What follows belongs to an exercise in optimizing a design on an open flow for small area; a production flow would make more cautious choices.
Where RTL was checked, it was by simulation tests only, not by an equivalence proof against the original.
Only the layout flow was run in run 1; the RTL was not checked for function there.
No activity file was given, so power comes from the tool's default toggle rates.

--- flow/flow/area.abc ---
strash
dch -f
amap
topo
dnsize -c
--- flow/flow/run.sh ---
#!/bin/bash
# Layout flow: the standard ORFS flow with an area-oriented synthesis
# (no half/full-adder extraction, area-oriented ABC mapping), port buffers
# of the smallest buffer cell, and a clock tree without dummy loads.
set -euo pipefail
WD=$(pwd)
FD=$WD/flow
mkdir -p $WD/myflow
# synthesis script: the standard flow's, with ORFS's synth.tcl replaced by a copy that
# skips the adder extraction and runs ABC with flow/area.abc
sed "s#source \$::env(SCRIPTS_DIR)/synth.tcl#source $WD/myflow/synth_core.tcl#" synth_recipe.tcl > $WD/myflow/my_synth.tcl
grep -q "myflow/synth_core.tcl" $WD/myflow/my_synth.tcl
python3 - "$FLOW_HOME/scripts/synth.tcl" "$WD/myflow/synth_core.tcl" "$FD/area.abc" <<'P'
import sys
s = open(sys.argv[1]).read()
a = s.index('# Technology mapping of adders')
b = s.index('# Technology mapping of latches')
s = s[:a] + s[b:]
old = "  log_cmd abc {*}$abc_args\n"
assert old in s
s = s.replace(old, "  log_cmd abc -script %s {*}[lrange $abc_args 2 end]\n" % sys.argv[3])
open(sys.argv[2], 'w').write(s)
P
bash standard.sh \
  SYNTH_SCRIPT=$WD/myflow/my_synth.tcl \
  "BUFFER_PORTS_ARGS=-buffer_cell sky130_fd_sc_hd__buf_1" \
  "CTS_ARGS=-sink_clustering_enable -repair_clock_nets -dont_use_dummy_load" \
  finish > $WD/flow_make.log 2>&1
--- flow/standard.sh ---
#!/bin/bash
# synth_recipe.tcl (not shown) runs the flow's synth.tcl, then flattens the netlist and writes it again
# the make line also repeats each setting of config.mk as NAME=value (left out here)
make -C /OpenROAD-flow-scripts/flow DESIGN_CONFIG=/design/flow/config.mk WORK_HOME=/design/flow/orfs CLKGATE_MAP_FILE= SYNTH_SCRIPT=/design/flow/synth_recipe.tcl "${@:-finish}"
--- flow/design.v ---
module KFPS2KB_Shift_Register (
    input   logic           clock,
    input   logic           reset,
    input   logic           device_clock,
    input   logic           device_data,
    output  logic   [7:0]   register,
    output  logic           recieved_flag,
    output  logic           error_flag
);
    localparam logic [9:0] LFSR_OVER = 10'h164;
    logic           prev_device_clock;
    logic           device_clock_edge;
    logic           busy;
    logic   [1:0]   flag;
    logic   [9:0]   shift_register;
    logic   [9:0]   timer;
    logic           over;
    logic           timeout_cycle;
    logic           start;
    logic           stop_edge;
    logic           good;
    assign device_clock_edge = prev_device_clock & ~device_clock;
    assign over          = busy & (timer == LFSR_OVER);
    assign timeout_cycle = ~busy & flag[1] & flag[0];
    assign start         = ~busy & ~timeout_cycle & device_clock_edge & ~device_data;
    assign stop_edge     = busy & shift_register[0] & device_clock_edge;
    assign good          = device_data & ^shift_register[9:1];
    assign register      = shift_register[8:1];
    assign recieved_flag = flag[0] & ~flag[1];
    assign error_flag    = flag[1];
    always_ff @(negedge clock, posedge reset) begin
        if (reset) begin
            prev_device_clock <= 1'b0;
            busy              <= 1'b0;
            flag              <= 2'b00;
        end
        else begin
            prev_device_clock <= device_clock;
            if (over) begin
                busy <= 1'b0;
                flag <= {1'b1, ~device_clock_edge};
            end
            else if (timeout_cycle) begin
                busy <= 1'b0;
                flag <= 2'b10;
            end
            else if (stop_edge) begin
                busy <= 1'b0;
                flag <= good ? 2'b01 : 2'b10;
            end
            else begin
                busy <= busy | start;
                flag <= 2'b00;
            end
        end
    end
    always_ff @(negedge clock, posedge reset) begin
        if (reset)
            shift_register <= 10'b0;
        else if (start)
            shift_register <= 10'b10_0000_0000;
        else if (busy & ~shift_register[0] & device_clock_edge)
            shift_register <= {device_data, shift_register[9:1]};
    end
    always_ff @(negedge clock, posedge reset) begin
        if (reset)
            timer <= 10'b0;
        else if (busy & ~device_clock_edge)
            timer <= {timer[8:0], ~(timer[9] ^ timer[6])};
        else
            timer <= 10'b0;
    end
endmodule
module KFPS2KB #(
    parameter over_time = 16'd1000
) (
    input   logic           clock,
    input   logic           reset,
    input   logic           device_clock,
    input   logic           device_data,
    output  logic           irq,
    output  logic   [7:0]   keycode,
    input   logic           clear_keycode
);
    logic   [7:0]   register;
    logic           recieved_flag;
    logic           error_flag;
    logic           break_flag;
    KFPS2KB_Shift_Register u_Shift_Register (
        .clock          (clock),
        .reset          (reset),
        .device_clock   (device_clock),
        .device_data    (device_data),
        .register       (register),
        .recieved_flag  (recieved_flag),
        .error_flag     (error_flag)
    );
    logic   [7:0]   converted;
    KFPS2KB_Table u_Table (.code(register), .out(converted));
    logic is_break_code;
    assign is_break_code = (register == 8'hF0);
    always_ff @(negedge clock, posedge reset) begin
        if (reset) begin
            irq         <= 1'b0;
            keycode     <= 8'h00;
            break_flag  <= 1'b0;
        end
        else if (clear_keycode) begin
            irq         <= 1'b0;
            keycode     <= 8'h00;
            break_flag  <= 1'b0;
        end
        else if (error_flag | (recieved_flag & irq)) begin
            irq         <= 1'b1;
            keycode     <= 8'hFF;
            break_flag  <= 1'b0;
        end
        else if (recieved_flag) begin
            break_flag  <= is_break_code;
            if (~is_break_code) begin
                irq         <= 1'b1;
                keycode     <= converted | {break_flag, 7'h00};
            end
        end
    end
endmodule
module KFPS2KB_Table (
    input   logic   [7:0]   code,
    output  logic   [7:0]   out
);
    logic new_n17;
    logic new_n18;
    logic new_n19;
    logic new_n20;
    logic new_n21;
    logic new_n22;
    logic new_n23;
    logic new_n24;
    logic new_n25;
    logic new_n26;
    logic new_n27;
    logic new_n28;
    logic new_n29;
    logic new_n30;
    logic new_n31;
    logic new_n32;
    logic new_n33;
    logic new_n34;
    logic new_n35;
    logic new_n36;
    logic new_n37;
    logic new_n38;
    logic new_n39;
    logic new_n40;
    logic new_n41;
    logic new_n42;
    logic new_n43;
    logic new_n44;
    logic new_n45;
    logic new_n46;
    logic new_n47;
    logic new_n48;
    logic new_n49;
    logic new_n50;
    logic new_n51;
    logic new_n52;
    logic new_n53;
    logic new_n54;
    logic new_n55;
    logic new_n56;
    logic new_n57;
    logic new_n58;
    logic new_n59;
    logic new_n60;
    logic new_n61;
    logic new_n62;
    logic new_n63;
    logic new_n64;
    logic new_n65;
    logic new_n66;
    logic new_n67;
    logic new_n68;
    logic new_n69;
    logic new_n70;
    logic new_n71;
    logic new_n72;
    logic new_n73;
    logic new_n74;
    logic new_n75;
    logic new_n76;
    logic new_n77;
    logic new_n78;
    logic new_n79;
    logic new_n80;
    logic new_n81;
    logic new_n82;
    logic new_n83;
    logic new_n84;
    logic new_n85;
    logic new_n86;
    logic new_n87;
    logic new_n88;
    logic new_n89;
    logic new_n90;
    logic new_n91;
    logic new_n92;
    logic new_n93;
    logic new_n94;
    logic new_n95;
    logic new_n96;
    logic new_n97;
    logic new_n98;
    logic new_n99;
    logic new_n100;
    logic new_n101;
    logic new_n102;
    logic new_n103;
    logic new_n104;
    logic new_n105;
    logic new_n106;
    logic new_n107;
    logic new_n108;
    logic new_n109;
    logic new_n110;
    logic new_n111;
    logic new_n112;
    logic new_n113;
    logic new_n114;
    logic new_n115;
    logic new_n116;
    logic new_n117;
    logic new_n118;
    logic new_n119;
    logic new_n120;
    logic new_n121;
    logic new_n122;
    logic new_n123;
    logic new_n124;
    logic new_n125;
    logic new_n126;
    logic new_n127;
    logic new_n128;
    logic new_n130;
    logic new_n131;
    logic new_n132;
    logic new_n133;
    logic new_n134;
    logic new_n135;
    logic new_n136;
    logic new_n137;
    logic new_n138;
    logic new_n139;
    logic new_n140;
    logic new_n141;
    logic new_n142;
    logic new_n143;
    logic new_n144;
    logic new_n145;
    logic new_n146;
    logic new_n147;
    logic new_n148;
    logic new_n149;
    logic new_n150;
    logic new_n151;
    logic new_n152;
    logic new_n153;
    logic new_n154;
    logic new_n155;
    logic new_n156;
    logic new_n157;
    logic new_n158;
    logic new_n159;
    logic new_n160;
    logic new_n161;
    logic new_n162;
    logic new_n163;
    logic new_n164;
    logic new_n165;
    logic new_n166;
    logic new_n167;
    logic new_n168;
    logic new_n169;
    logic new_n170;
    logic new_n171;
    logic new_n172;
    logic new_n173;
    logic new_n174;
    logic new_n175;
    logic new_n176;
    logic new_n177;
    logic new_n178;
    logic new_n179;
    logic new_n180;
    logic new_n181;
    logic new_n182;
    logic new_n183;
    logic new_n184;
    logic new_n185;
    logic new_n186;
    logic new_n187;
    logic new_n189;
    logic new_n190;
    logic new_n191;
    logic new_n192;
    logic new_n193;
    logic new_n194;
    logic new_n195;
    logic new_n196;
    logic new_n197;
    logic new_n198;
    logic new_n199;
    logic new_n200;
    logic new_n201;
    logic new_n202;
    logic new_n203;
    logic new_n204;
    logic new_n205;
    logic new_n206;
    logic new_n207;
    logic new_n208;
    logic new_n209;
    logic new_n210;
    logic new_n211;
    logic new_n212;
    logic new_n213;
    logic new_n214;
    logic new_n215;
    logic new_n216;
    logic new_n217;
    logic new_n218;
    logic new_n219;
    logic new_n220;
    logic new_n221;
    logic new_n223;
    logic new_n224;
    logic new_n225;
    logic new_n226;
    logic new_n227;
    logic new_n228;
    logic new_n229;
    logic new_n230;
    logic new_n231;
    logic new_n232;
    logic new_n233;
    logic new_n234;
    logic new_n235;
    logic new_n236;
    logic new_n237;
    logic new_n238;
    logic new_n239;
    logic new_n240;
    logic new_n241;
    logic new_n242;
    logic new_n243;
    logic new_n244;
    logic new_n245;
    logic new_n246;
    logic new_n247;
    logic new_n248;
    logic new_n249;
    logic new_n250;
    logic new_n251;
    logic new_n252;
    logic new_n253;
    logic new_n255;
    logic new_n256;
    logic new_n257;
    logic new_n259;
    logic new_n260;
    logic new_n261;
    logic new_n262;
    logic new_n263;
    logic new_n264;
    logic new_n265;
    logic new_n266;
    logic new_n267;
    logic new_n268;
    logic new_n269;
    logic new_n270;
    logic new_n271;
    logic new_n272;
    logic new_n273;
    logic new_n275;
    logic new_n276;
    logic new_n277;
    logic new_n278;
    logic new_n279;
    logic new_n280;
    logic new_n281;
    logic new_n282;
    logic new_n283;
    logic new_n284;
    logic new_n285;
    logic new_n286;
    logic new_n287;
    logic new_n288;
    logic new_n289;
    logic new_n290;
    logic new_n291;
    logic new_n292;
    logic new_n293;
    logic new_n294;
    logic new_n296;
    logic new_n297;
    logic new_n298;
    logic new_n299;
    logic new_n300;
    logic new_n301;
    logic new_n302;
    logic new_n303;
    logic new_n304;
    logic new_n305;
    logic new_n306;
    logic new_n307;
    logic new_n308;
    assign new_n17 = code[5] & code[6];
    assign new_n18 = code[1] & ~code[3];
    assign new_n19 = new_n17 & ~new_n18;
    assign new_n20 = ~code[1] & code[3];
    assign new_n21 = code[1] & code[4];
    assign new_n22 = ~code[5] & ~code[6];
    assign new_n23 = ~new_n21 & ~new_n22;
    assign new_n24 = ~new_n20 & new_n23;
    assign new_n25 = ~new_n19 & new_n24;
    assign new_n26 = code[2] & ~code[7];
    assign new_n27 = ~code[2] & ~code[6];
    assign new_n28 = ~code[4] & new_n27;
    assign new_n29 = ~new_n26 & ~new_n28;
    assign new_n30 = ~new_n25 & ~new_n29;
    assign new_n31 = code[3] & code[4];
    assign new_n32 = ~new_n17 & new_n31;
    assign new_n33 = ~code[2] & ~new_n32;
    assign new_n34 = ~code[3] & code[4];
    assign new_n35 = new_n17 & new_n34;
    assign new_n36 = ~code[4] & new_n20;
    assign new_n37 = ~code[7] & ~new_n36;
    assign new_n38 = ~new_n35 & new_n37;
    assign new_n39 = new_n33 & new_n38;
    assign new_n40 = ~new_n30 & ~new_n39;
    assign new_n41 = ~code[2] & ~code[5];
    assign new_n42 = code[1] & ~new_n41;
    assign new_n43 = code[3] & ~code[6];
    assign new_n44 = ~new_n42 & new_n43;
    assign new_n45 = ~new_n40 & ~new_n44;
    assign new_n46 = ~code[0] & ~new_n45;
    assign new_n47 = code[7] & ~new_n45;
    assign new_n48 = ~code[2] & code[6];
    assign new_n49 = code[1] & code[3];
    assign new_n50 = ~code[5] & ~new_n49;
    assign new_n51 = new_n48 & ~new_n50;
    assign new_n52 = code[1] & ~code[4];
    assign new_n53 = code[3] & new_n17;
    assign new_n54 = new_n52 & new_n53;
    assign new_n55 = ~new_n51 & ~new_n54;
    assign new_n56 = ~code[0] & new_n55;
    assign new_n57 = code[0] & code[6];
    assign new_n58 = ~code[3] & ~code[6];
    assign new_n59 = code[4] & ~new_n58;
    assign new_n60 = ~new_n57 & ~new_n59;
    assign new_n61 = ~code[1] & ~new_n60;
    assign new_n62 = ~code[3] & ~code[4];
    assign new_n63 = ~new_n31 & ~new_n62;
    assign new_n64 = ~code[0] & ~code[6];
    assign new_n65 = ~new_n18 & new_n64;
    assign new_n66 = ~new_n63 & new_n65;
    assign new_n67 = ~new_n61 & ~new_n66;
    assign new_n68 = code[2] & code[4];
    assign new_n69 = code[5] & ~new_n68;
    assign new_n70 = ~new_n67 & new_n69;
    assign new_n71 = ~new_n48 & ~new_n70;
    assign new_n72 = new_n55 & ~new_n71;
    assign new_n73 = ~new_n17 & ~new_n22;
    assign new_n74 = new_n36 & new_n73;
    assign new_n75 = new_n18 & new_n22;
    assign new_n76 = code[0] & ~new_n75;
    assign new_n77 = ~new_n74 & new_n76;
    assign new_n78 = ~new_n72 & new_n77;
    assign new_n79 = ~new_n56 & ~new_n78;
    assign new_n80 = ~code[6] & new_n31;
    assign new_n81 = code[6] & ~new_n31;
    assign new_n82 = ~code[1] & ~new_n81;
    assign new_n83 = ~new_n80 & new_n82;
    assign new_n84 = ~code[1] & new_n27;
    assign new_n85 = ~new_n19 & ~new_n84;
    assign new_n86 = ~new_n83 & ~new_n85;
    assign new_n87 = ~code[0] & ~code[1];
    assign new_n88 = ~new_n17 & ~new_n87;
    assign new_n89 = new_n33 & ~new_n88;
    assign new_n90 = code[0] & code[1];
    assign new_n91 = code[2] & new_n90;
    assign new_n92 = ~new_n89 & ~new_n91;
    assign new_n93 = ~new_n86 & new_n92;
    assign new_n94 = ~new_n79 & new_n93;
    assign new_n95 = code[6] & new_n31;
    assign new_n96 = new_n79 & ~new_n93;
    assign new_n97 = new_n95 & ~new_n96;
    assign new_n98 = ~new_n94 & new_n97;
    assign new_n99 = ~code[7] & new_n83;
    assign new_n100 = code[2] & code[5];
    assign new_n101 = ~code[7] & ~new_n100;
    assign new_n102 = ~code[1] & ~new_n101;
    assign new_n103 = ~new_n99 & new_n102;
    assign new_n104 = ~code[2] & code[5];
    assign new_n105 = ~new_n63 & new_n104;
    assign new_n106 = code[3] & ~code[4];
    assign new_n107 = new_n41 & new_n106;
    assign new_n108 = ~new_n105 & ~new_n107;
    assign new_n109 = ~new_n103 & new_n108;
    assign new_n110 = code[0] & ~new_n109;
    assign new_n111 = code[2] & ~code[5];
    assign new_n112 = ~code[1] & new_n58;
    assign new_n113 = ~code[1] & ~code[3];
    assign new_n114 = code[0] & ~code[6];
    assign new_n115 = ~new_n113 & ~new_n114;
    assign new_n116 = code[2] & ~new_n115;
    assign new_n117 = ~new_n112 & new_n116;
    assign new_n118 = ~new_n111 & ~new_n117;
    assign new_n119 = new_n18 & ~new_n118;
    assign new_n120 = ~code[5] & new_n114;
    assign new_n121 = code[1] & ~code[2];
    assign new_n122 = ~new_n114 & new_n121;
    assign new_n123 = ~new_n120 & ~new_n122;
    assign new_n124 = new_n34 & ~new_n123;
    assign new_n125 = ~new_n119 & ~new_n124;
    assign new_n126 = ~new_n110 & new_n125;
    assign new_n127 = ~new_n98 & new_n126;
    assign new_n128 = ~new_n47 & ~new_n127;
    assign out[0] = ~new_n46 & ~new_n128;
    assign new_n130 = ~code[4] & code[5];
    assign new_n131 = ~code[6] & new_n130;
    assign new_n132 = new_n20 & ~new_n95;
    assign new_n133 = ~new_n131 & new_n132;
    assign new_n134 = new_n34 & new_n73;
    assign new_n135 = ~new_n53 & ~new_n134;
    assign new_n136 = ~new_n133 & new_n135;
    assign new_n137 = ~code[0] & ~new_n136;
    assign new_n138 = new_n36 & new_n114;
    assign new_n139 = new_n57 & new_n130;
    assign new_n140 = ~new_n138 & ~new_n139;
    assign new_n141 = ~new_n137 & new_n140;
    assign new_n142 = code[2] & ~new_n141;
    assign new_n143 = code[0] & ~code[5];
    assign new_n144 = ~new_n42 & new_n143;
    assign new_n145 = ~code[1] & ~code[2];
    assign new_n146 = ~code[0] & code[5];
    assign new_n147 = new_n145 & ~new_n146;
    assign new_n148 = ~new_n144 & ~new_n147;
    assign new_n149 = ~new_n62 & ~new_n95;
    assign new_n150 = ~new_n148 & ~new_n149;
    assign new_n151 = ~new_n70 & ~new_n150;
    assign new_n152 = ~new_n142 & new_n151;
    assign new_n153 = ~code[7] & ~new_n152;
    assign new_n154 = code[2] & ~code[6];
    assign new_n155 = ~new_n48 & ~new_n154;
    assign new_n156 = ~code[5] & ~new_n155;
    assign new_n157 = code[6] & new_n106;
    assign new_n158 = ~code[4] & ~new_n58;
    assign new_n159 = ~new_n157 & new_n158;
    assign new_n160 = ~new_n156 & new_n159;
    assign new_n161 = ~code[7] & ~new_n160;
    assign new_n162 = ~code[0] & ~new_n161;
    assign new_n163 = code[5] & new_n34;
    assign new_n164 = ~new_n68 & ~new_n163;
    assign new_n165 = code[5] & ~new_n114;
    assign new_n166 = ~new_n164 & ~new_n165;
    assign new_n167 = code[0] & code[3];
    assign new_n168 = new_n48 & new_n167;
    assign new_n169 = ~new_n166 & ~new_n168;
    assign new_n170 = ~new_n162 & new_n169;
    assign new_n171 = ~new_n47 & new_n170;
    assign new_n172 = ~code[1] & ~new_n171;
    assign new_n173 = ~new_n87 & ~new_n90;
    assign new_n174 = code[3] & new_n173;
    assign new_n175 = ~new_n52 & ~new_n174;
    assign new_n176 = new_n41 & ~new_n175;
    assign new_n177 = new_n20 & new_n104;
    assign new_n178 = ~code[0] & ~new_n145;
    assign new_n179 = ~code[1] & code[5];
    assign new_n180 = new_n34 & ~new_n179;
    assign new_n181 = ~new_n178 & new_n180;
    assign new_n182 = ~new_n177 & ~new_n181;
    assign new_n183 = ~new_n176 & new_n182;
    assign new_n184 = ~code[2] & new_n22;
    assign new_n185 = new_n183 & new_n184;
    assign new_n186 = new_n171 & ~new_n185;
    assign new_n187 = ~new_n172 & ~new_n186;
    assign out[1] = new_n153 | new_n187;
    assign new_n189 = ~code[2] & code[7];
    assign new_n190 = new_n113 & new_n130;
    assign new_n191 = ~code[2] & ~new_n190;
    assign new_n192 = ~new_n20 & new_n173;
    assign new_n193 = code[5] & ~new_n192;
    assign new_n194 = code[6] & new_n63;
    assign new_n195 = new_n193 & new_n194;
    assign new_n196 = code[5] & new_n88;
    assign new_n197 = ~new_n174 & new_n196;
    assign new_n198 = new_n22 & new_n62;
    assign new_n199 = ~code[0] & new_n198;
    assign new_n200 = code[3] & new_n87;
    assign new_n201 = new_n26 & ~new_n200;
    assign new_n202 = ~new_n199 & new_n201;
    assign new_n203 = ~new_n197 & new_n202;
    assign new_n204 = ~new_n195 & new_n203;
    assign new_n205 = ~new_n98 & new_n204;
    assign new_n206 = ~new_n191 & ~new_n205;
    assign new_n207 = ~new_n36 & ~new_n87;
    assign new_n208 = new_n22 & ~new_n207;
    assign new_n209 = ~code[0] & new_n106;
    assign new_n210 = new_n183 & ~new_n209;
    assign new_n211 = code[6] & ~new_n210;
    assign new_n212 = ~code[3] & new_n143;
    assign new_n213 = ~new_n146 & ~new_n212;
    assign new_n214 = new_n52 & ~new_n213;
    assign new_n215 = code[1] & new_n80;
    assign new_n216 = new_n213 & new_n215;
    assign new_n217 = ~new_n214 & ~new_n216;
    assign new_n218 = ~new_n111 & ~new_n217;
    assign new_n219 = ~new_n211 & ~new_n218;
    assign new_n220 = ~new_n208 & new_n219;
    assign new_n221 = ~new_n206 & new_n220;
    assign out[2] = ~new_n189 & ~new_n221;
    assign new_n223 = ~new_n27 & ~new_n68;
    assign new_n224 = ~new_n219 & ~new_n223;
    assign new_n225 = ~new_n62 & new_n155;
    assign new_n226 = new_n87 & ~new_n225;
    assign new_n227 = ~code[2] & ~new_n34;
    assign new_n228 = ~new_n68 & new_n173;
    assign new_n229 = ~new_n227 & new_n228;
    assign new_n230 = ~code[5] & ~new_n229;
    assign new_n231 = ~new_n226 & new_n230;
    assign new_n232 = ~new_n224 & new_n231;
    assign new_n233 = ~code[4] & new_n173;
    assign new_n234 = new_n196 & ~new_n233;
    assign new_n235 = ~new_n70 & ~new_n234;
    assign new_n236 = ~code[3] & ~new_n235;
    assign new_n237 = code[6] & ~new_n106;
    assign new_n238 = new_n146 & new_n237;
    assign new_n239 = new_n101 & ~new_n238;
    assign new_n240 = ~new_n234 & ~new_n239;
    assign new_n241 = new_n234 & new_n239;
    assign new_n242 = ~new_n240 & ~new_n241;
    assign new_n243 = ~new_n236 & new_n242;
    assign new_n244 = ~new_n232 & new_n243;
    assign new_n245 = new_n21 & new_n41;
    assign new_n246 = ~code[7] & ~new_n245;
    assign new_n247 = code[3] & ~new_n246;
    assign new_n248 = ~code[6] & ~new_n90;
    assign new_n249 = code[1] & code[6];
    assign new_n250 = ~new_n130 & new_n249;
    assign new_n251 = ~new_n248 & ~new_n250;
    assign new_n252 = new_n201 & new_n251;
    assign new_n253 = ~new_n247 & ~new_n252;
    assign out[3] = new_n244 | ~new_n253;
    assign new_n255 = ~code[4] & code[7];
    assign new_n256 = new_n62 & new_n64;
    assign new_n257 = ~code[7] & ~new_n256;
    assign out[7] = ~new_n186 & ~new_n257;
    assign new_n259 = ~code[3] & new_n139;
    assign new_n260 = new_n87 & ~new_n157;
    assign new_n261 = ~new_n163 & new_n260;
    assign new_n262 = ~new_n81 & new_n90;
    assign new_n263 = ~new_n198 & ~new_n262;
    assign new_n264 = ~new_n261 & new_n263;
    assign new_n265 = ~new_n27 & ~new_n89;
    assign new_n266 = ~new_n264 & new_n265;
    assign new_n267 = ~new_n259 & ~new_n266;
    assign new_n268 = ~new_n79 & new_n267;
    assign new_n269 = ~out[7] & new_n268;
    assign new_n270 = ~new_n255 & ~new_n269;
    assign new_n271 = ~new_n104 & ~new_n114;
    assign new_n272 = code[4] & ~new_n271;
    assign new_n273 = ~new_n193 & new_n272;
    assign out[4] = new_n270 | new_n273;
    assign new_n275 = new_n48 & ~new_n217;
    assign new_n276 = new_n155 & new_n233;
    assign new_n277 = new_n49 & new_n114;
    assign new_n278 = ~code[6] & new_n68;
    assign new_n279 = ~code[7] & ~new_n278;
    assign new_n280 = ~new_n277 & new_n279;
    assign new_n281 = ~new_n117 & new_n280;
    assign new_n282 = ~new_n276 & new_n281;
    assign new_n283 = ~new_n275 & new_n282;
    assign new_n284 = ~code[5] & ~new_n283;
    assign new_n285 = ~code[6] & ~new_n34;
    assign new_n286 = new_n87 & ~new_n285;
    assign new_n287 = ~new_n194 & new_n286;
    assign new_n288 = new_n100 & ~new_n139;
    assign new_n289 = ~new_n54 & new_n288;
    assign new_n290 = ~new_n287 & new_n289;
    assign new_n291 = new_n51 & ~new_n209;
    assign new_n292 = ~new_n25 & new_n291;
    assign new_n293 = ~new_n290 & ~new_n292;
    assign new_n294 = ~code[7] & ~new_n293;
    assign out[5] = ~new_n284 & ~new_n294;
    assign new_n296 = code[3] & new_n79;
    assign new_n297 = ~new_n79 & ~new_n95;
    assign new_n298 = new_n152 & ~new_n297;
    assign new_n299 = ~new_n296 & new_n298;
    assign new_n300 = code[6] & ~new_n34;
    assign new_n301 = code[4] & ~new_n249;
    assign new_n302 = ~new_n300 & ~new_n301;
    assign new_n303 = new_n232 & new_n302;
    assign new_n304 = ~code[7] & new_n93;
    assign new_n305 = ~new_n303 & new_n304;
    assign new_n306 = ~new_n299 & new_n305;
    assign new_n307 = ~code[6] & code[7];
    assign new_n308 = ~new_n186 & new_n307;
    assign out[6] = ~new_n306 & ~new_n308;
endmodule
--- flow/constraint.sdc ---
create_clock -name core_clock -period 10.0 [get_ports {clock}]
set_input_delay 2.0000 -clock core_clock [delete_from_list [all_inputs] [get_ports {clock}]]
set_output_delay 2.0000 -clock core_clock [all_outputs]
set_load 0.01 [all_outputs]
--- flow/config.mk ---
export PLATFORM = sky130hd
export DESIGN_NAME = KFPS2KB
export DESIGN_NICKNAME = KFPS2KB
export VERILOG_FILES = /design/flow/design.v
export SDC_FILE = /design/flow/constraint.sdc
export NUM_CORES = 4
export LEC_CHECK = 0
export CAP_MARGIN = 20
export CORE_MARGIN = 2
export CORE_UTILIZATION = 40
export SLEW_MARGIN = 20
==> insert_results.sql, run 1 <==
INSERT INTO impl_metrics (metric_group, metric, value, unit) VALUES
('routing', 'drc_errors', '0', ''),
('synthesis', 'main_synth_ff_type', 'dfrtn_1', ''),
('routing', 'routed_via_density', '6.30', ''),
('worst_setup_path', 'timing.critical_path.arrival', '3.34', 'ns'),
('power_and_ir_drop', 'pwr-share-clk', '0.110', ''),
('sta', 'worst-slew-pin-transition', '0.975', 'ns'),
('sta', 'grt_setup_unrepaired', 'false', ''),
('power_and_ir_drop', 'power_per_cell_area', '322', 'nW/um^2'),
('floorplan', 'core_region_area', '5470', 'sq um'),
('worst_setup_path', 'end_kind', 'flop', ''),
('clocking', 'clock_tree_from_tritoncts', 'done', ''),
('routing', 'ant_nets', '0', ''),
('clocking', 'cts_htree_levels', '2', ''),
('power_and_ir_drop', 'vdd.ir_drop.worst', '0.000114', 'V'),
('worst_setup_path', 'path_cells', 'buf_1, nor2b_1, clkinv_1, nor4_1, nor2_1, clkinv_1, o32ai_1', ''),
('floorplan', 'die-area', '6250', 'sq um'),
('floorplan', 'floorplan.rows', '27', ''),
('place', 'detailed_place_hpwl', '4810', 'microns'),
('worst_setup_path', 'critical-path-max-stage-delay', '0.53', 'ns'),
('sta', 'fin_setup_tns', '0', 'ns'),
('synthesis', 'synth.cell_area', '2250', 'sq um'),
('routing', 'drtPass1Iterations', '5', ''),
('power_and_ir_drop', 'pwr-share-seq', '0.308', ''),
('clocking', 'path_clk_slew', '0.05', 'ns'),
('grt', 'grtUsageTotal', '0.225', ''),
('worst_setup_path', 'timing.critical_path.slowest_stage_cell', 'nor4_1', ''),
('power_and_ir_drop', 'fraction_of_power_spent_switching_nets', '0.522', ''),
('synthesis', 'synth_area_leader_cell', 'dfrtn_1', ''),
('place', 'gpl.final_weighted_congestion', '1.03', ''),
('power_and_ir_drop', 'p_sw', '415', 'uW'),
('synthesis', 'synth.distinct_cells', '35', ''),
('worst_hold_path', 'hold_path_class', 'reg -> reg', ''),
('worst_setup_path', 'worstSetupPathType', 'in -> reg', ''),
('synthesis', 'synth-edff-count', '0', ''),
('synthesis', 'syn-instance-count', '309', ''),
('status', 'run_status', 'timing/DRC/antenna clean', ''),
('grt', 'number_of_global_route_vias_before_repair', '2283', ''),
('worst_setup_path', 'crit_path_max_fanout', '10', ''),
('synthesis', 'synthDominantCellAreaShare', '0.377', ''),
('synthesis', 'ys_seq_area_frac', '0.377', ''),
('routing', 'via_count', '2521', ''),
('clocking', 'cts-buffers-inserted', '5', ''),
('worst_setup_path', 'cpMostUsedCell', 'clkinv_1', ''),
('grt', 'grt_start_max_net_pins', '35', ''),
('routing', 'wire_per_inst', '17.1', 'microns'),
('synthesis', 'ys_async_rst_share', '1.00', ''),
('power_and_ir_drop', 'cellInternalPower', '380', 'uW'),
('clocking', 'ctsResizeCount', '0', ''),
('floorplan', 'io_pins', '14', ''),
('clocking', 'clk_latency', '0.29', 'ns'),
('cells_and_area', 'fraction_of_final_layout_cells_with_drive_strength_greater_than_1', '0.0183', ''),
('synthesis', 'ys_ff_latch', '34', ''),
('sta', 'hold_violations', '0', ''),
('clocking', 'post_cts_hold_buffer_count', '0', ''),
('routing', 'total_routed_length', '6820', 'microns'),
('grt', 'grt.overflow.total', '0', ''),
('cells_and_area', 'design.final.nets', '335', ''),
('sta', 'whs', '0.424', 'ns'),
('synthesis', 'synthesis.area_per_instance', '7.30', 'sq um'),
('cells_and_area', 'antenna_cells_inserted', '0', ''),
('power_and_ir_drop', 'share_comb_of_total_power', '0.582', ''),
('grt', 'first_pass_grt_wire_length', '11000', 'microns'),
('synthesis', 'synthesis.nets', '314', ''),
('floorplan', 'die_x', '79.1', 'microns'),
('floorplan', 'initial_utilization', '0.412', ''),
('sta', 'timing.final.setup_violations', '0', ''),
('worst_setup_path', 'required', '5.10', 'ns'),
('clocking', 'number_of_sinks_handled_by_clock_tree_synthesis', '34', ''),
('power_and_ir_drop', 'power.leakage', '0.000921', 'uW'),
('cells_and_area', 'area_growth_syn_to_layout', '9.55', '%'),
('routing', 'first_iter_violations', '644', ''),
('sta', 'drv_slew', '0', ''),
('sta', 'clock-skew-final', '0.0141', 'ns'),
('synthesis', 'ys_warn_count', '2', ''),
('job', 'max_cap_viol_count', '0', ''),
('floorplan', 'die_height', '79.1', 'microns'),
('place', 'placement.io_buffers', '13', ''),
('synthesis', 'netlist_top_cells_area', 'dfrtn_1, nor2_1, clkinv_1, o21ai_0, nand2_1', ''),
('clocking', 'cts_root_buffer', 'clkbuf_8', ''),
('sta', 'max_slew_margin', '0.343', ''),
('clocking', 'postCtsSetupBuffers', '0', ''),
('worst_setup_path', 'critPathLaunchType', 'primary input', ''),
('clocking', 'number_of_buffers_on_the_longest_clock_path', '2', ''),
('grt', 'number_of_antenna_violations_at_the_first_check_in_global_routing', '0', '');
[critical path, delay by kind of cell]
family,cells,cell delay (ns)
and+or+nand+nor,3,0.86
buffers and inverters,3,0.38
AOI/OAI and AO/OA,1,0.10
[cell usage in the layout (no fill, tap or decap), types with 2 or more instances in the layout]
| cell | count |
|---|---|
| clkinv_1 | 43 |
| buf_1 | 13 |
| o32ai_1 | 5 |
| o211ai_1 | 2 |
| a22oi_1 | 2 |
| or4_1 | 2 |
| a31oi_1 | 5 |
| nand2_1 | 27 |
| o2111ai_1 | 2 |
| nor3_1 | 15 |
| nor2b_1 | 6 |
| o31a_1 | 2 |
| clkbuf_8 | 5 |
| a2111oi_0 | 3 |
| o21ai_0 | 23 |
| o22a_1 | 3 |
| o22ai_1 | 11 |
| a21oi_1 | 19 |
| a221oi_1 | 4 |
| nor4_1 | 10 |
| nor2_1 | 64 |
| dfrtn_1 | 34 |
| a211oi_1 | 7 |
| nand3_1 | 6 |
| o21a_1 | 2 |
[through the flow]
step                setup WS [ns]  cell area (sq um)  utilization  power, uW  std cells
floorplan                    1.80               2250            -        562        309
global placement             1.59               2400        0.439        698        395
detailed placement           1.48               2400        0.439        689        395
CTS                          1.77               2470        0.451        781        400
global route                 1.56               2470        0.451        856        400
finish                       1.76               2470        0.451        795        400
[flip-flops by register name, summed over array words and instances, names as in the netlist]
name / cells
irq: 1
u_Shift_Register.flag: 2
u_Shift_Register.timer: 10
u_Shift_Register.busy: 1
break_flag: 1
keycode: 8
u_Shift_Register.shift_register: 10
u_Shift_Register.prev_device_clock: 1
[cells by family (layout without fill, tap and decap cells)]
| family | after synthesis | in the layout | share of synthesized area |
|---|---|---|---|
| AO/OA/AOI/OAI | 98 | 98 | 0.289 |
| AND/OR/NAND/NOR | 133 | 133 | 0.259 |
| buffers and inverters | 43 | 62 | 0.0716 |
| flip-flops | 34 | 34 | 0.377 |
| XOR/XNOR | 1 | 1 | 0.00389 |
[layout make-up]
type | count | area (sq um)
fillers | 561 | 3000
multi-input cells | 232 | 1240
flip-flops and latches | 34 | 851
inverters | 43 | 161
well taps | 72 | 90.1
clock buffers | 5 | 68.8
repair buffers | 14 | 56.3
[Yosys cell counts, drive strengths merged (4+ instances only)]
cell	n
dfrtn	34
nor4	10
nor2	64
o22ai	11
o32ai	5
a221oi	4
o21ai	23
clkinv	43
nand3	6
nand2	27
nor3	15
nor2b	6
a211oi	7
a21oi	19
a31oi	5
[per-layer routing]
| metal | GRT usage | share of wire | vias up |
|---|---|---|---|
| li1 | - | - | 1163 |
| met1 | 0.305 | 0.41 | 1118 |
| met2 | 0.339 | 0.43 | 196 |
| met3 | 0.0398 | 0.10 | 44 |
| met4 | 0.129 | 0.052 | 0 |
| met5 | 0 | 0 | - |
[power groups by stage]
stage	Combinational [uW]	Sequential, uW	Clock, uW
after floorplan	333	229	0
after global placement	455	243	0
after CTS	448	240	92.0
after global routing	512	248	95.9
final	463	245	87.3
after detailed placement	446	242	0
[final timing paths]
kind                                               startpoint                                 end  slack (ns)  depth (start not counted)
max                                              device_clock  u_Shift_Register.shift_register[0]        1.76                          7
min                                                keycode[7]                          keycode[7]        0.42                          2
max reg2reg                u_Shift_Register.shift_register[7]                          keycode[4]        5.38                         15
min reg2reg                                        keycode[7]                          keycode[7]        0.42                          2
max in group asynchronous                               reset  u_Shift_Register.shift_register[9]        3.00                          3
min in group asynchronous                               reset           u_Shift_Register.timer[2]        6.65                          3
==> run 2: changes to the inputs <==
--- a/flow/design.v
+++ b/flow/design.v
@@ -13,5 +13,6 @@
     logic           busy;
-    logic   [1:0]   flag;
     logic   [9:0]   shift_register;
     logic   [9:0]   timer;
+    logic   [1:0]   flag;
+    logic   [1:0]   next_flag;
     logic           over;
@@ -21,5 +22,7 @@
     logic           good;
+    logic           next_busy;
     assign device_clock_edge = prev_device_clock & ~device_clock;
+    assign flag          = busy ? 2'b00 : timer[1:0];
     assign over          = busy & (timer == LFSR_OVER);
-    assign timeout_cycle = ~busy & flag[1] & flag[0];
+    assign timeout_cycle = flag[1] & flag[0];
     assign start         = ~busy & ~timeout_cycle & device_clock_edge & ~device_data;
@@ -30,2 +33,20 @@
     assign error_flag    = flag[1];
+    always_comb begin
+        if (over) begin
+            next_busy = 1'b0;
+            next_flag = {1'b1, ~device_clock_edge};
+        end
+        else if (timeout_cycle) begin
+            next_busy = 1'b0;
+            next_flag = 2'b10;
+        end
+        else if (stop_edge) begin
+            next_busy = 1'b0;
+            next_flag = good ? 2'b01 : 2'b10;
+        end
+        else begin
+            next_busy = busy | start;
+            next_flag = 2'b00;
+        end
+    end
     always_ff @(negedge clock, posedge reset) begin
@@ -34,3 +55,2 @@
             busy              <= 1'b0;
-            flag              <= 2'b00;
         end
@@ -38,18 +58,3 @@
             prev_device_clock <= device_clock;
-            if (over) begin
-                busy <= 1'b0;
-                flag <= {1'b1, ~device_clock_edge};
-            end
-            else if (timeout_cycle) begin
-                busy <= 1'b0;
-                flag <= 2'b10;
-            end
-            else if (stop_edge) begin
-                busy <= 1'b0;
-                flag <= good ? 2'b01 : 2'b10;
-            end
-            else begin
-                busy <= busy | start;
-                flag <= 2'b00;
-            end
+            busy              <= next_busy;
         end
@@ -67,2 +72,4 @@
             timer <= 10'b0;
+        else if (~next_busy)
+            timer <= {8'b0, next_flag};
         else if (busy & ~device_clock_edge)
@@ -101,5 +108,5 @@
     assign is_break_code = (register == 8'hF0);
+    assign irq = |keycode;
     always_ff @(negedge clock, posedge reset) begin
         if (reset) begin
-            irq         <= 1'b0;
             keycode     <= 8'h00;
@@ -108,3 +115,2 @@
         else if (clear_keycode) begin
-            irq         <= 1'b0;
             keycode     <= 8'h00;
@@ -113,3 +119,2 @@
         else if (error_flag | (recieved_flag & irq)) begin
-            irq         <= 1'b1;
             keycode     <= 8'hFF;
@@ -119,6 +124,4 @@
             break_flag  <= is_break_code;
-            if (~is_break_code) begin
-                irq         <= 1'b1;
+            if (~is_break_code)
                 keycode     <= converted | {break_flag, 7'h00};
-            end
         end
==> insert_results.sql, run 2 <==
INSERT INTO impl_metrics (metric_group, metric, value, unit) VALUES
('routing', 'total_routed_length', '6990', 'microns'),
('routing', 'first_iter_violations', '521', ''),
('cells_and_area', 'final_cell_count_no_fill', '394', ''),
('synthesis', 'synth_area_leader_cell', 'dfrtn_1', ''),
('routing', 'via_count', '2589', ''),
('floorplan', 'io_pins', '14', ''),
('place', 'placed_cells', '389', ''),
('routing', 'ant_nets', '0', ''),
('status', 'run_status', 'timing/DRC/antenna clean', ''),
('worst_setup_path', 'timing.critical_path.slowest_stage_cell', 'nor4_1', ''),
('synthesis', 'ys_warn_count', '2', ''),
('synthesis', 'synthesis.area_per_instance', '7.18', 'sq um'),
('grt', 'first_pass_grt_wire_length', '11300', 'microns'),
('worst_setup_path', 'worst-path-buf-inv', '2', ''),
('worst_setup_path', 'timing.critical_path.arrival', '3.48', 'ns'),
('floorplan', 'die_height', '78.1', 'microns'),
('grt', 'grt_start_max_net_pins', '32', ''),
('sta', 'whs', '0.444', 'ns'),
('clocking', 'number_of_buffers_on_the_longest_clock_path', '2', ''),
('worst_setup_path', 'end_kind', 'flop', ''),
('synthesis', 'syn-instance-count', '306', ''),
('worst_hold_path', 'hold_path_class', 'reg -> reg', ''),
('sta', 'max_slew_margin', '0.417', ''),
('routing', 'wire_per_inst', '17.7', 'microns'),
('worst_setup_path', 'critical-path-max-stage-delay', '0.44', 'ns'),
('cells_and_area', 'layout_commonest_cell', 'nor2_1', ''),
('grt', 'number_of_global_route_vias_before_repair', '2287', ''),
('cells_and_area', 'design.final.nets', '331', ''),
('sta', 'post-route-worst-setup-slack', '1.63', 'ns'),
('cells_and_area', 'largest_registers', 'u_Shift_Register.shift_register x10, u_Shift_Register.timer x10, keycode x8', ''),
('power_and_ir_drop', 'vdd.ir_drop.worst', '0.000153', 'V'),
('clocking', 'ctsResizeCount', '0', ''),
('cells_and_area', 'sequential_cell_area', '776', 'sq um'),
('floorplan', 'die-area', '6100', 'sq um'),
('sta', 'fin_setup_tns', '0', 'ns'),
('floorplan', 'initial_utilization', '0.422', ''),
('synthesis', 'synthDominantCellAreaShare', '0.353', ''),
('sta', 'timing.final.setup_violations', '0', ''),
('sta', 'grt_setup_unrepaired', 'false', ''),
('synthesis', 'synth_top_cells_by_count', 'nor2_1, clkinv_1, dfrtn_1', ''),
('routing', 'drc_errors', '0', ''),
('cells_and_area', 'area_growth_syn_to_layout', '9.34', '%'),
('routing', 'routed_via_density', '6.57', ''),
('worst_setup_path', 'path_cells', 'buf_1, nor2b_1, clkinv_1, nor4_1, or2_0, o22ai_1', ''),
('worst_setup_path', 'crit_path_max_fanout', '8', ''),
('place', 'placement.io_buffers', '13', ''),
('worst_setup_path', 'critPathLaunchType', 'primary input', ''),
('sta', 'clock-skew-final', '0.00925', 'ns'),
('clocking', 'path_clk_slew', '0.04', 'ns'),
('worst_setup_path', 'worstSetupPathType', 'in -> reg', ''),
('synthesis', 'netlist_top_cells_area', 'dfrtn_1, nor2_1, clkinv_1, a21oi_1, o22ai_1', ''),
('clocking', 'cts_root_buffer', 'clkbuf_8', ''),
('cells_and_area', 'most-common-layout-cells', 'nor2_1, clkinv_1, dfrtn_1', ''),
('grt', 'grt.overflow.total', '0', ''),
('synthesis', 'ys_seq_area_frac', '0.353', ''),
('grt', 'number_of_antenna_violations_at_the_first_check_in_global_routing', '0', ''),
('sta', 'worst-slew-pin-transition', '0.853', 'ns'),
('worst_setup_path', 'critical_path.top_delay_family', 'simple AND/OR/NAND/NOR gates', ''),
('synthesis', 'synth-edff-count', '0', ''),
('floorplan', 'floorplan.rows', '26', ''),
('power_and_ir_drop', 'power_per_cell_area', '390', 'nW/um^2'),
('synthesis', 'main_synth_ff_type', 'dfrtn_1', ''),
('worst_setup_path', 'required', '5.11', 'ns'),
('clocking', 'clk_latency', '0.29', 'ns'),
('place', 'place_worst_setup_slack', '1.30', 'ns'),
('clocking', 'number_of_sinks_handled_by_clock_tree_synthesis', '31', ''),
('grt', 'grtUsageTotal', '0.235', ''),
('job', 'max_cap_viol_count', '0', ''),
('clocking', 'cts-buffers-inserted', '5', ''),
('cells_and_area', 'antenna_cells_inserted', '0', ''),
('floorplan', 'core_region_area', '5200', 'sq um'),
('floorplan', 'die_x', '78.1', 'microns'),
('cells_and_area', 'filler_cell_count', '555', ''),
('routing', 'drtPass1Iterations', '6', ''),
('synthesis', 'synth.cell_area', '2200', 'sq um'),
('clocking', 'post_cts_hold_buffer_count', '0', ''),
('sta', 'hold_violations', '0', ''),
('place', 'gpl.final_weighted_congestion', '1.07', ''),
('synthesis', 'synth.distinct_cells', '36', ''),
('cells_and_area', 'multi_input_comb_area', '1260', 'sq um'),
('sta', 'drv_slew', '0', ''),
('synthesis', 'synthesis.nets', '311', ''),
('synthesis', 'synthMostInstantiatedCell', 'nor2_1', ''),
('power_and_ir_drop', 'power.leakage', '0.000888', 'uW'),
('cells_and_area', 'fraction_of_final_layout_cells_with_drive_strength_greater_than_1', '0.0185', ''),
('synthesis', 'ys_ff_latch', '31', ''),
('clocking', 'clock_tree_from_tritoncts', 'done', ''),
('place', 'detailed_place_hpwl', '4940', 'microns'),
('clocking', 'postCtsSetupBuffers', '0', ''),
('clocking', 'cts_htree_levels', '2', ''),
('synthesis', 'ys_async_rst_share', '1.00', '');
==> run 2: power by group <==
group          total (uW)  internal (uW)  switching [uW]  leakage [uW]
Combinational         604            200             404      0.000449
Clock                84.9           44.6            40.3     0.0000359
Sequential            248            171            77.2      0.000404
==> run 2: layer usage <==
metal,GRT usage,share of wire
met1,0.326,0.42
met2,0.328,0.41
met3,0.0724,0.12
met4,0.121,0.051
met5,0,0
==> run 2: cells by family (layout without fill, tap and decap cells) <==
| kind of cell | count (synthesis) | in the layout | synth area share |
|---|---|---|---|
| AND/OR/NAND/NOR | 130 | 130 | 0.258 |
| AO/OA/AOI/OAI | 101 | 101 | 0.312 |
| buffers and inverters | 43 | 61 | 0.0735 |
| flip-flops | 31 | 31 | 0.353 |
| XOR/XNOR | 1 | 1 | 0.00399 |
==> run 2: cell type report <==
class                           instances  area share
Timing Repair Buffer                   13      0.0203
Clock buffer                            5      0.0286
Inverter                               43      0.0672
Tap cell                               70      0.0365
Multi-Input combinational cell        232       0.524
Sequential cell                        31       0.323
==> run 2: worst paths after layout <==
kind                       depth (start not counted)                               start  slack (ns)                                 end
min reg2reg                                        2                          keycode[4]        0.44                          keycode[4]
max                                                6                        device_clock        1.63  u_Shift_Register.shift_register[1]
max in group asynchronous                          2                               reset        2.90           u_Shift_Register.timer[1]
max reg2reg                                       15  u_Shift_Register.shift_register[4]        5.17                          keycode[0]
min                                                2                          keycode[4]        0.44                          keycode[4]
min in group asynchronous                          2                               reset        6.66  u_Shift_Register.shift_register[8]
==> run 2: worst min-delay path, cell delays in order, from the launching register on <==
cell	delay, ns
dfrtn_1	0.42
nand2_1	0.05
o21ai_0	0.06
==> run 2: stage by stage <==
stage / power, uW / util / cell area [sq um]
2_1_floorplan: 659 / - / 2200
3_3_place_gp: 838 / 0.448 / 2330
3_5_place_dp: 826 / 0.448 / 2330
4_1_cts: 916 / 0.462 / 2400
5_1_grt: 1010 / 0.462 / 2400
6_report: 937 / 0.462 / 2400
==> run 3: changes to the inputs <==
--- a/flow/flow/run.sh
+++ b/flow/flow/run.sh
@@ -26,3 +26,3 @@
   "BUFFER_PORTS_ARGS=-buffer_cell sky130_fd_sc_hd__buf_1" \
-  "CTS_ARGS=-sink_clustering_enable -repair_clock_nets -dont_use_dummy_load" \
+  "CTS_ARGS=-sink_clustering_enable -repair_clock_nets -dont_use_dummy_load -buf_list sky130_fd_sc_hd__clkbuf_8 -root_buf sky130_fd_sc_hd__clkbuf_8 -sink_clustering_size 32 -sink_clustering_max_diameter 200" \
   finish > $WD/flow_make.log 2>&1
==> insert_results.sql, run 3 <==
INSERT INTO impl_metrics (metric_group, metric, value, unit) VALUES
('status', 'run_status', 'timing/DRC/antenna clean', ''),
('clocking', 'clock_tree_from_tritoncts', 'done', ''),
('routing', 'via_count', '2589', ''),
('sta', 'fin_setup_tns', '0', 'ns'),
('sta', 'worst-slew-pin-transition', '0.853', 'ns'),
('clocking', 'path_clk_slew', '0.04', 'ns'),
('job', 'max_cap_viol_count', '0', ''),
('floorplan', 'io_pins', '14', ''),
('synthesis', 'synthDominantCellAreaShare', '0.353', ''),
('cells_and_area', 'filler_cell_count', '555', ''),
('cells_and_area', 'fraction_of_final_layout_cells_with_drive_strength_greater_than_1', '0.0185', ''),
('grt', 'number_of_antenna_violations_at_the_first_check_in_global_routing', '0', ''),
('routing', 'ant_nets', '0', ''),
('power_and_ir_drop', 'power_per_cell_area', '390', 'nW/um^2'),
('worst_setup_path', 'critPathLaunchType', 'primary input', ''),
('cells_and_area', 'sequential_cell_area', '776', 'sq um'),
('clocking', 'number_of_sinks_handled_by_clock_tree_synthesis', '31', ''),
('clocking', 'cts_htree_levels', '2', ''),
('grt', 'first_pass_grt_wire_length', '11300', 'microns'),
('synthesis', 'synth.cell_area', '2200', 'sq um'),
('sta', 'max_slew_margin', '0.417', ''),
('routing', 'wire_per_inst', '17.7', 'microns'),
('clocking', 'ctsResizeCount', '0', ''),
('synthesis', 'ys_async_rst_share', '1.00', ''),
('sta', 'clock-skew-final', '0.00925', 'ns'),
('floorplan', 'core_region_area', '5200', 'sq um'),
('place', 'gpl.final_weighted_congestion', '1.07', ''),
('routing', 'drtPass1Iterations', '6', ''),
('sta', 'whs', '0.444', 'ns'),
('clocking', 'clk_latency', '0.29', 'ns'),
('floorplan', 'initial_utilization', '0.422', ''),
('worst_setup_path', 'crit_path_max_fanout', '8', ''),
('cells_and_area', 'layout_commonest_cell', 'nor2_1', ''),
('synthesis', 'synth_area_leader_cell', 'dfrtn_1', ''),
('worst_setup_path', 'end_kind', 'flop', ''),
('synthesis', 'synth_top_cells_by_count', 'nor2_1, clkinv_1, dfrtn_1', ''),
('cells_and_area', 'design.final.nets', '331', ''),
('synthesis', 'ys_warn_count', '2', ''),
('synthesis', 'ys_ff_latch', '31', ''),
('floorplan', 'die_height', '78.1', 'microns'),
('synthesis', 'ys_seq_area_frac', '0.353', ''),
('cells_and_area', 'multi_input_comb_area', '1260', 'sq um'),
('clocking', 'cts-buffers-inserted', '5', ''),
('place', 'detailed_place_hpwl', '4940', 'microns'),
('grt', 'grt.overflow.total', '0', ''),
('clocking', 'number_of_buffers_on_the_longest_clock_path', '2', ''),
('floorplan', 'floorplan.rows', '26', ''),
('worst_setup_path', 'required', '5.11', 'ns'),
('synthesis', 'netlist_top_cells_area', 'dfrtn_1, nor2_1, clkinv_1, a21oi_1, o22ai_1', '');
## run 3: cell counts in the layout (fill, tap and decap cells not counted)
No cell type changed its count.
## run 3: report_power, final
part           switching [uW]  total, uW  internal [uW]
clock network            40.3       84.9           44.6
registers                77.2        248            171
logic                     404        604            200
total                     521        937            415
## run 3: worst max-delay path, stage by stage
cell,delay (ns)
buf_1,0.08
nor2b_1,0.27
clkinv_1,0.16
nor4_1,0.44
or2_0,0.41
o22ai_1,0.12
## run 3: cells by family after synthesis
kind of cell | synth area share
AOI/OAI and AO/OA | 0.312
xor gates and xnor gates | 0.00399
and+or+nand+nor | 0.258
buffers and inverters | 0.0735
DFF | 0.353
## run 3: path summary, 6_finish.rpt
kind	start	endpoint	slack, ns	depth (start not counted)
max reg2reg	u_Shift_Register.shift_register[4]	keycode[0]	5.17	15
max in group asynchronous	reset	u_Shift_Register.timer[1]	2.90	2
min in group asynchronous	reset	u_Shift_Register.shift_register[8]	6.66	2
max	device_clock	u_Shift_Register.shift_register[1]	1.63	6
min reg2reg	keycode[4]	keycode[4]	0.44	2
min	keycode[4]	keycode[4]	0.44	2
## run 3: area by class of cell
| cell class | instances | share of cell area |
|---|---|---|
| Multi-Input combinational cell | 232 | 0.524 |
| Sequential cell | 31 | 0.323 |
| Inverter | 43 | 0.0672 |
| Tap cell | 70 | 0.0365 |
| Clock buffer | 5 | 0.0286 |
| Timing Repair Buffer | 13 | 0.0203 |
## run 3: per-layer routing
metal / vias up / routed length, microns / global-route usage
met5: - / 0 / 0
met2: 182 / 2880 / 0.328
met3: 50 / 844 / 0.0724
li1: 1165 / - / -
met1: 1192 / 2900 / 0.326
met4: 0 / 356 / 0.121
## run 3: stage by stage
step | instances | instance area [sq um] | power, uW | setup slack (ns) | utilization
floorplan | 306 | 2200 | 659 | 1.65 | -
finish | 394 | 2400 | 937 | 1.63 | 0.462
CTS | 394 | 2400 | 916 | 1.61 | 0.462
detailed placement | 389 | 2330 | 826 | 1.30 | 0.448
global route | 394 | 2400 | 1010 | 1.30 | 0.462
global placement | 389 | 2330 | 838 | 1.36 | 0.448
